This design comes from an exercise in tuning for small area on the open sky130 flow, not from production work.
Only simulation tests tie the RTL to the original design; equivalence was not proved.
Power is estimated from default activity; no workload was simulated.

run 1:
==> flow/design.v <==
module lights
(
input [1:0] floornum,    
input [1:0] state,
output reg [6:0] floorseg,
output reg [6:0] stateseg
);
always @(*) begin
   case(floornum)
	2'd0: floorseg = 7'b1001111; 
	2'd1: floorseg = 7'b0010010; 
	2'd2: floorseg = 7'b0000110; 
	default: floorseg = 7'b1001100; 
   endcase
end
always @(*) begin
   case(state)
	2'b01: stateseg = 7'b1000001; 
	2'b10: stateseg = 7'b1000010; 
	default: stateseg = 7'b1111111;
   endcase
end
endmodule
module elevatorController
(
input clk, reset, Dsensor, Emergency,
Dopen, Dclose,
F1, F2, F3, F4,
F1up, F2down, F2up,
F3down, F3up, F4down,
output [1:0] state,
output [1:0] dfloor
);
parameter IDLE = 2'b00, UP = 2'b01, DOWN = 2'b10;
parameter C0 = 3'b000, C2 = 3'b011, C3 = 3'b111, CL = 3'b010;
reg [1:0] d;
reg odd;
reg [1:0] es;
wire door = ~(~c[2] & c[1] & ~c[0]);    
reg [2:0] c;
reg [1:0] ns;
reg [1:0] nf;
wire done = c[2] & ~c[1];                                    
wire [2:0] c_step = {c[1], c[0] & ~(Dclose & c[2]), ~c[2]};  
wire [3:0] Fin   = {F4, F3, F2, F1};
wire [3:0] Hup   = {1'b0, F3up, F2up, F1up};
wire [3:0] Hdown = {F4down, F3down, F2down, 1'b0};
wire [3:0] hall = Hup | Hdown;
wire anyhall = |hall;
wire [3:0] above = 4'b1110 << d;
wire [3:0] below = (4'b0001 << d) - 4'd1;
wire [3:0] beyond = (ns == IDLE) ? 4'b1111 : (ns[0] ? above : below);
wire [3:0] R = ((ns == IDLE) & anyhall) ? hall : (Fin & beyond);
wire found = |R;
reg [1:0] j;
always @(*) begin
  case (d)
  2'd0: j = R[0] ? 2'd0 : R[1] ? 2'd1 : R[2] ? 2'd2 : 2'd3;
  2'd1: j = R[1] ? 2'd1 : R[2] ? 2'd2 : R[0] ? 2'd0 : 2'd3;
  2'd2: j = R[2] ? 2'd2 : R[1] ? 2'd1 : R[3] ? 2'd3 : 2'd0;
  default: j = R[3] ? 2'd3 : R[2] ? 2'd2 : R[1] ? 2'd1 : 2'd0;
  endcase
end
wire jup = j > d;
wire jdir_up = d[1] ? ~Hdown[j] : Hup[j];
wire [1:0] jdir = jdir_up ? UP : DOWN;
wire [3:0] Hns = ns[0] ? Hup : Hdown;
wire [1:0] n = ns[0] ? d + 2'd1 : d - 2'd1;
wire stay = (Fin[d] | Hns[d]) & ~(d[1] & ns[0] & ~es[0]);
always @(posedge clk) begin
  if (reset) begin
    d <= 0; odd <= 0; es <= IDLE; c <= CL; ns <= IDLE; nf <= 0;
  end else if (odd) begin
    odd <= 0;
    d <= es[0] ? d + 2'd1 : d - 2'd1;
    if (!Emergency) begin
      if (es[0]) begin
        case (d)
        2'd0:  
          if (nf == 2'd1) begin
            if (F3 | F4 | F3up | F4down | F3down) ns <= UP;
            else if (F2up | F2down) ns <= IDLE;
            else if (F1up | F1) ns <= DOWN;
            else ns <= IDLE;
          end else if (nf[1]) begin
            ns <= UP;
            if (F2 | F2up) nf <= 2'd1;
          end
        2'd1:  
          if (nf == 2'd2) begin
            if (F4 | F4down) ns <= UP;
            else if (F3up | F3down | F3) ns <= IDLE;
            else if (F2up | F2down | F2 | F1up | F1) ns <= DOWN;
            else ns <= IDLE;
          end else if (nf == 2'd3) begin
            ns <= UP;
            if (F3 | F3up) nf <= 2'd2;
          end
        default: ;
        endcase
      end else begin
        case (d)
        2'd2:  
          if (nf == 2'd1) begin
            if (F1 | F1up) ns <= DOWN;
            else if (F2 | F2down | F2up) ns <= IDLE;
            else if (F3up | F3 | F3down | F4down | F4) ns <= UP;
            else ns <= IDLE;
          end else if (nf == 2'd0) begin
            ns <= DOWN;
            if (F2 | F2up) nf <= 2'd1;
          end
        2'd3:  
          if (nf == 2'd2) begin
            if (F1 | F2 | F1up | F2down | F2up) ns <= DOWN;
            else if (F3down | F3up | F3) ns <= IDLE;
            else if (F4down | F4) ns <= UP;
            else ns <= IDLE;
          end else if (~nf[1]) begin
            ns <= DOWN;
            if (F3 | F3down) nf <= 2'd2;
          end
        default: ;
        endcase
      end
    end
  end else if (Emergency) begin
    ns <= IDLE; c <= C0; es <= IDLE;
  end else if (es == IDLE) begin
    if (door) begin
      if (done) begin if (~Dsensor) c <= CL; end
      else c <= c_step;
    end else if (ns == IDLE) begin
      if (anyhall & (j == d)) begin c <= C0; ns <= jdir; end
      else if (anyhall) begin odd <= 1; es <= jup ? UP : DOWN; ns <= jdir; nf <= j; end
      else if (Dopen | Fin[d]) c <= C0;
      else if (found) begin
        odd <= 1; es <= jup ? UP : DOWN; nf <= j;
        ns <= (d == 2'd1 || d == 2'd2) ? (jup ? UP : DOWN) : IDLE;
      end
    end else begin
      if (Dopen | Fin[d] | (ns[0] ? Hup[d] : Hdown[d])) c <= C2;
      else if (found) begin odd <= 1; es <= ns; nf <= j; end
      else ns <= IDLE;
    end
  end else if (d == 2'd0 || d == 2'd3) begin
    es <= IDLE; ns <= IDLE; c <= C0;
  end else if (~door) begin
    if (nf == d) c <= C0;
    else odd <= 1;
  end else if (~done) begin
    c <= c_step;
  end else if (~Dsensor) begin
    if (ns == IDLE) begin
      es <= IDLE; c <= CL;
    end else if (stay) begin
      c <= C3;
    end else begin
      odd <= 1; es <= ns; c <= CL;
      nf <= (Fin[n] | Hns[n] | (d == 2'd1 & ~es[0])) ? n : {2{ns[0]}};
    end
  end
end
assign state = es;
assign dfloor = d;
endmodule
module elevator_top
(
input clk, reset, Dsensor, Emergency,
Dopen, Dclose,
F1, F2, F3, F4,
F1up, F2down, F2up,
F3down, F3up, F4down,
output [6:0] floordisp, 
output [6:0] statedisp, 
output emergencylight 
);
wire [1:0] dfloor;   
wire [1:0] state;
elevatorController eC1(
clk, reset, Dsensor, Emergency, Dopen, Dclose,
F1, F2, F3, F4, F1up, F2down, F2up, F3down, F3up, F4down,
state, dfloor);
lights lut1(dfloor, state, floordisp, statedisp);
assign emergencylight = Emergency;
endmodule
export LEC_CHECK = 0
export CAP_MARGIN = 20
export CORE_MARGIN = 2
export CORE_UTILIZATION = 30
export CTS_BUF_LIST = sky130_fd_sc_hd__clkbuf_4
export CTS_CLUSTER_DIAMETER = 100
export CTS_CLUSTER_SIZE = 30
export PLACE_DENSITY = 0.5
export SLEW_MARGIN = 20
create_clock -name core_clock -period 5.0 [get_ports {clk}]
standard.sh (not shown) runs the stock make flow with config.mk's settings and CLKGATE_MAP_FILE= SYNTH_SCRIPT=/design/flow/synth_recipe.tcl, a recipe that flattens the netlist after the stock synthesis.
==> flow/flow/run.sh <==
#!/bin/bash
# Layout flow: the standard synthesis, then the combinational logic between
# the standard synthesis's flip-flops is re-optimised for area with ABC
# (flip-flop instances, names and cell types are kept; eight tries with
# different ABC seeds, the smallest is used), then the standard flow from
# floorplan to finish.
set -euo pipefail
RES=$PWD/orfs/results/$FLOW_PLATFORM/elevator_top/base
bash standard.sh $RES/1_2_yosys.v > standard_synth.log 2>&1
cp $RES/1_2_yosys.v $RES/1_2_yosys_std.v
LIB=$FLOW_HOME/platforms/$FLOW_PLATFORM/lib/sky130_fd_sc_hd__tt_025C_1v80.lib
for s in 1 2 3 4 5 6 7 8; do
  sed -e "s#@SEED@#$s#g" flow/area.abc > area_$s.abc
  sed -e "s#@LIB@#$LIB#g" -e "s#@IN@#$RES/1_2_yosys_std.v#g" -e "s#@OUT@#$PWD/resynth_$s.v#g" \
      -e "s#@ABC@#$PWD/area_$s.abc#g" -e "s#@STAT@#$PWD/resynth_$s.stat#g" flow/resynth.ys > resynth_$s.ys
done
for s in 1 2 3 4 5 6 7 8; do
  (yosys -s resynth_$s.ys > resynth_$s.log 2>&1 || true) &
  if [ $s = 4 ]; then wait; fi
done
wait
# candidates: finished tries whose netlist holds only library cells
best=$(for s in 1 2 3 4 5 6 7 8; do
  a=$(grep -s 'Chip area' resynth_$s.stat | awk '{print $NF}')
  if [ -n "$a" ] && [ -s resynth_$s.v ] && ! grep -qE '^\s*\\\$' resynth_$s.v; then echo "$a $s"; fi
done | sort -g | head -1 | awk '{print $2}')
if [ -z "$best" ]; then
  echo "no usable resynthesis, keeping the standard netlist" > resynth_choice.txt
  cp $RES/1_2_yosys_std.v resynth_std.v
  best=std
else
  echo "using resynth_$best" > resynth_choice.txt
fi
cat resynth_*.stat | grep 'Chip area' >> resynth_choice.txt || true
cp resynth_$best.v $RES/1_2_yosys.v
# ports are buffered with the smallest buffer
bash standard.sh BUFFER_PORTS_ARGS="-buffer_cell sky130_fd_sc_hd__buf_1" finish > standard_finish.log 2>&1
==> flow/flow/area.abc <==
strash
&get -n
&deepsyn -T 60 -S @SEED@
&put
dch -f
amap
topo
Other scripts of this flow, unchanged in this note and not shown: flow/flow/resynth.ys
Edits applied to the flow inputs when going from run 1 to run 2:
diff --git a/flow/flow/run.sh b/flow/flow/run.sh
--- a/flow/flow/run.sh
+++ b/flow/flow/run.sh
@@ -35,3 +35,3 @@
 cp resynth_$best.v $RES/1_2_yosys.v
 # ports are buffered with the smallest buffer
-bash standard.sh BUFFER_PORTS_ARGS="-buffer_cell sky130_fd_sc_hd__buf_1" finish > standard_finish.log 2>&1
+bash standard.sh BUFFER_PORTS_ARGS="-buffer_cell sky130_fd_sc_hd__buf_1" CTS_ARGS="-buf_list sky130_fd_sc_hd__clkbuf_4 -root_buf sky130_fd_sc_hd__clkbuf_4 -repair_clock_nets" finish > standard_finish.log 2>&1
--- outcome ---
Run 2 -> run 1: area used by sequential logic in the layout flat. Maximum number of pins on one net before global-route repair: run 1 vs run 2 identical. Re wire length of the first global-routing pass: no difference whatsoever between run 2 and run 1. Status: aggregate global-route resource usage parity (run 1, run 2).
The following lists how run 3 was set up differently from run 2:
==> flow/flow/run.sh <==
#!/bin/bash
# Layout flow: the standard synthesis, then the combinational logic between
# the standard synthesis's flip-flops is re-optimised for area with ABC
# (flip-flop instances, names and cell types are kept; sixteen tries with
# different ABC seeds, the smallest is used), then the standard flow from
# floorplan to finish.
set -euo pipefail
RES=$PWD/orfs/results/$FLOW_PLATFORM/elevator_top/base
bash standard.sh $RES/1_2_yosys.v > standard_synth.log 2>&1
cp $RES/1_2_yosys.v $RES/1_2_yosys_std.v
LIB=$FLOW_HOME/platforms/$FLOW_PLATFORM/lib/sky130_fd_sc_hd__tt_025C_1v80.lib
for s in $(seq 1 16); do
  sed -e "s#@SEED@#$s#g" flow/area.abc > area_$s.abc
  sed -e "s#@LIB@#$LIB#g" -e "s#@IN@#$RES/1_2_yosys_std.v#g" -e "s#@OUT@#$PWD/resynth_$s.v#g" \
      -e "s#@ABC@#$PWD/area_$s.abc#g" -e "s#@STAT@#$PWD/resynth_$s.stat#g" flow/resynth.ys > resynth_$s.ys
done
for s in $(seq 1 16); do
  (yosys -s resynth_$s.ys > resynth_$s.log 2>&1 || true) &
  if [ $s = 8 ]; then wait; fi
done
wait
# candidates: finished tries whose netlist holds only library cells
best=$(for s in $(seq 1 16); do
  a=$(grep -s 'Chip area' resynth_$s.stat | awk '{print $NF}')
  if [ -n "$a" ] && [ -s resynth_$s.v ] && ! grep -qE '^\s*\\\$' resynth_$s.v; then echo "$a $s"; fi
done | sort -g | head -1 | awk '{print $2}')
if [ -z "$best" ]; then
  echo "no usable resynthesis, keeping the standard netlist" > resynth_choice.txt
  cp $RES/1_2_yosys_std.v resynth_std.v
  best=std
else
  echo "using resynth_$best" > resynth_choice.txt
fi
cat resynth_*.stat | grep 'Chip area' >> resynth_choice.txt || true
cp resynth_$best.v $RES/1_2_yosys.v
# ports are buffered with the smallest buffer
bash standard.sh BUFFER_PORTS_ARGS="-buffer_cell sky130_fd_sc_hd__buf_1" finish > standard_finish.log 2>&1
==> flow/flow/area.abc <==
strash
&get -n
&deepsyn -T 90 -S @SEED@
&put
dch -f
amap
topo
### Flow results
Relative to run 2, the non-clock buffer count measured on run 3 has decreased by a few percent.
In run 3 the via density per instance turned out 0.019 lower than in run 2.
In run 3, post-synthesis instance total is lower than in run 2.
Run 3 vs run 2 on critical-path maximum fanout: run 3 is the lower one.
Taking run 3 as 1.0, run 2 lands at 0.930 on highest achievable clock rate.
Row number of vias in the routed layout: run 3 lower / run 2 higher
> inputs changed (run 3 -> run 4)
diff --git a/flow/flow/run.sh b/flow/flow/run.sh
--- a/flow/flow/run.sh
+++ b/flow/flow/run.sh
@@ -2,5 +2,5 @@
 # Layout flow: the standard synthesis, then the combinational logic between
 # the standard synthesis's flip-flops is re-optimised for area with ABC
-# (flip-flop instances, names and cell types are kept; sixteen tries with
+# (flip-flop instances, names and cell types are kept; thirty-two tries with
 # different ABC seeds, the smallest is used), then the standard flow from
 # floorplan to finish.
@@ -10,16 +10,16 @@
 cp $RES/1_2_yosys.v $RES/1_2_yosys_std.v
 LIB=$FLOW_HOME/platforms/$FLOW_PLATFORM/lib/sky130_fd_sc_hd__tt_025C_1v80.lib
-for s in $(seq 1 16); do
+for s in $(seq 1 32); do
   sed -e "s#@SEED@#$s#g" flow/area.abc > area_$s.abc
   sed -e "s#@LIB@#$LIB#g" -e "s#@IN@#$RES/1_2_yosys_std.v#g" -e "s#@OUT@#$PWD/resynth_$s.v#g" \
       -e "s#@ABC@#$PWD/area_$s.abc#g" -e "s#@STAT@#$PWD/resynth_$s.stat#g" flow/resynth.ys > resynth_$s.ys
 done
-for s in $(seq 1 16); do
+for s in $(seq 1 32); do
   (yosys -s resynth_$s.ys > resynth_$s.log 2>&1 || true) &
-  if [ $s = 8 ]; then wait; fi
+  if [ $((s % 8)) = 0 ]; then wait; fi
 done
 wait
 # candidates: finished tries whose netlist holds only library cells
-best=$(for s in $(seq 1 16); do
+best=$(for s in $(seq 1 32); do
   a=$(grep -s 'Chip area' resynth_$s.stat | awk '{print $NF}')
   if [ -n "$a" ] && [ -s resynth_$s.v ] && ! grep -qE '^\s*\\\$' resynth_$s.v; then echo "$a $s"; fi
==> flow/flow/area.abc <==
strash
&get -n
&deepsyn -T 240 -S @SEED@
&put
dch -f
amap
topo
Having completed the whole flow, run 4 delivered a layout that passed the timing, design-rule and antenna checks.
In the flow results for run 3 and run 4, the non-clock buffer count is larger on run 3.
When run 4 is measured against run 3, its combinational share of power turns out 1.2 points lower.
In the final design statistics, run 4 uses fewer standard cells in total than run 3.
### run 4 -> run 5
diff --git a/flow/flow/run.sh b/flow/flow/run.sh
--- a/flow/flow/run.sh
+++ b/flow/flow/run.sh
@@ -2,5 +2,5 @@
 # Layout flow: the standard synthesis, then the combinational logic between
 # the standard synthesis's flip-flops is re-optimised for area with ABC
-# (flip-flop instances, names and cell types are kept; thirty-two tries with
+# (flip-flop instances, names and cell types are kept; sixteen tries with
 # different ABC seeds, the smallest is used), then the standard flow from
 # floorplan to finish.
@@ -10,16 +10,16 @@
 cp $RES/1_2_yosys.v $RES/1_2_yosys_std.v
 LIB=$FLOW_HOME/platforms/$FLOW_PLATFORM/lib/sky130_fd_sc_hd__tt_025C_1v80.lib
-for s in $(seq 1 32); do
+for s in $(seq 1 16); do
   sed -e "s#@SEED@#$s#g" flow/area.abc > area_$s.abc
   sed -e "s#@LIB@#$LIB#g" -e "s#@IN@#$RES/1_2_yosys_std.v#g" -e "s#@OUT@#$PWD/resynth_$s.v#g" \
       -e "s#@ABC@#$PWD/area_$s.abc#g" -e "s#@STAT@#$PWD/resynth_$s.stat#g" flow/resynth.ys > resynth_$s.ys
 done
-for s in $(seq 1 32); do
+for s in $(seq 1 16); do
   (yosys -s resynth_$s.ys > resynth_$s.log 2>&1 || true) &
-  if [ $((s % 8)) = 0 ]; then wait; fi
+  if [ $s = 8 ]; then wait; fi
 done
 wait
 # candidates: finished tries whose netlist holds only library cells
-best=$(for s in $(seq 1 32); do
+best=$(for s in $(seq 1 16); do
   a=$(grep -s 'Chip area' resynth_$s.stat | awk '{print $NF}')
   if [ -n "$a" ] && [ -s resynth_$s.v ] && ! grep -qE '^\s*\\\$' resynth_$s.v; then echo "$a $s"; fi
Findings:
Run 5 against run 4: worst-case headroom to the max-slew limit now sits at about the same level, non-clock buffer count has remained practically unchanged, number of vias in the routed layout essentially unchanged, core utilization of the finished layout roughly the same. Diff run 4 -> run 5: buffer share of cell area neither gained nor lost much, global-route track usage on met2 neither gained nor lost much, total placed instance area neither gained nor lost much. Standard cell core area came out exactly the same in run 4 and run 5. Achievable frequency: run 5 vs run 4 identical. Run 4 -> run 5: HPWL reported at the end of detailed placement delta 0, exact match.

-- separate check: timing with driven ports --
The flow's constraints put no driver on any port. The routed layouts listed below were extracted and timed again, unchanged, in two steps. Step 1, drivers: a clkbuf_16 drives clk and a buf_2 each remaining input, both assumed. Step 2 also shifts input and output timing later by t, the mid clock arrival at the registers, as if the neighbouring blocks saw the same clock. a / b / c = ideal ports / drivers / drivers and shift; a / b = the first two.
run | t, ns | setup WS [ns] | worst setup path at the end | clock arrival spread, ns | worst data-port slew with drivers (ns)
run 1 | 0.291 | 0.991 / 0.991 / 0.857 | input to register | 0.001 / 0.001 | 0.03
run 2 | 0.291 | 0.991 / 0.991 / 0.857 | input to register | 0.001 / 0.001 | 0.03
run 3 | 0.290 | 1.270 / 1.264 / 0.974 | input to register | 0.004 / 0.003 | 0.04
run 4 | 0.302 | 0.976 / 0.979 / 0.677 | input to register | 0.002 / 0.002 | 0.03
run 5 | 0.302 | 0.976 / 0.979 / 0.677 | input to register | 0.002 / 0.002 | 0.03
After both steps every run listed still meets setup and hold.
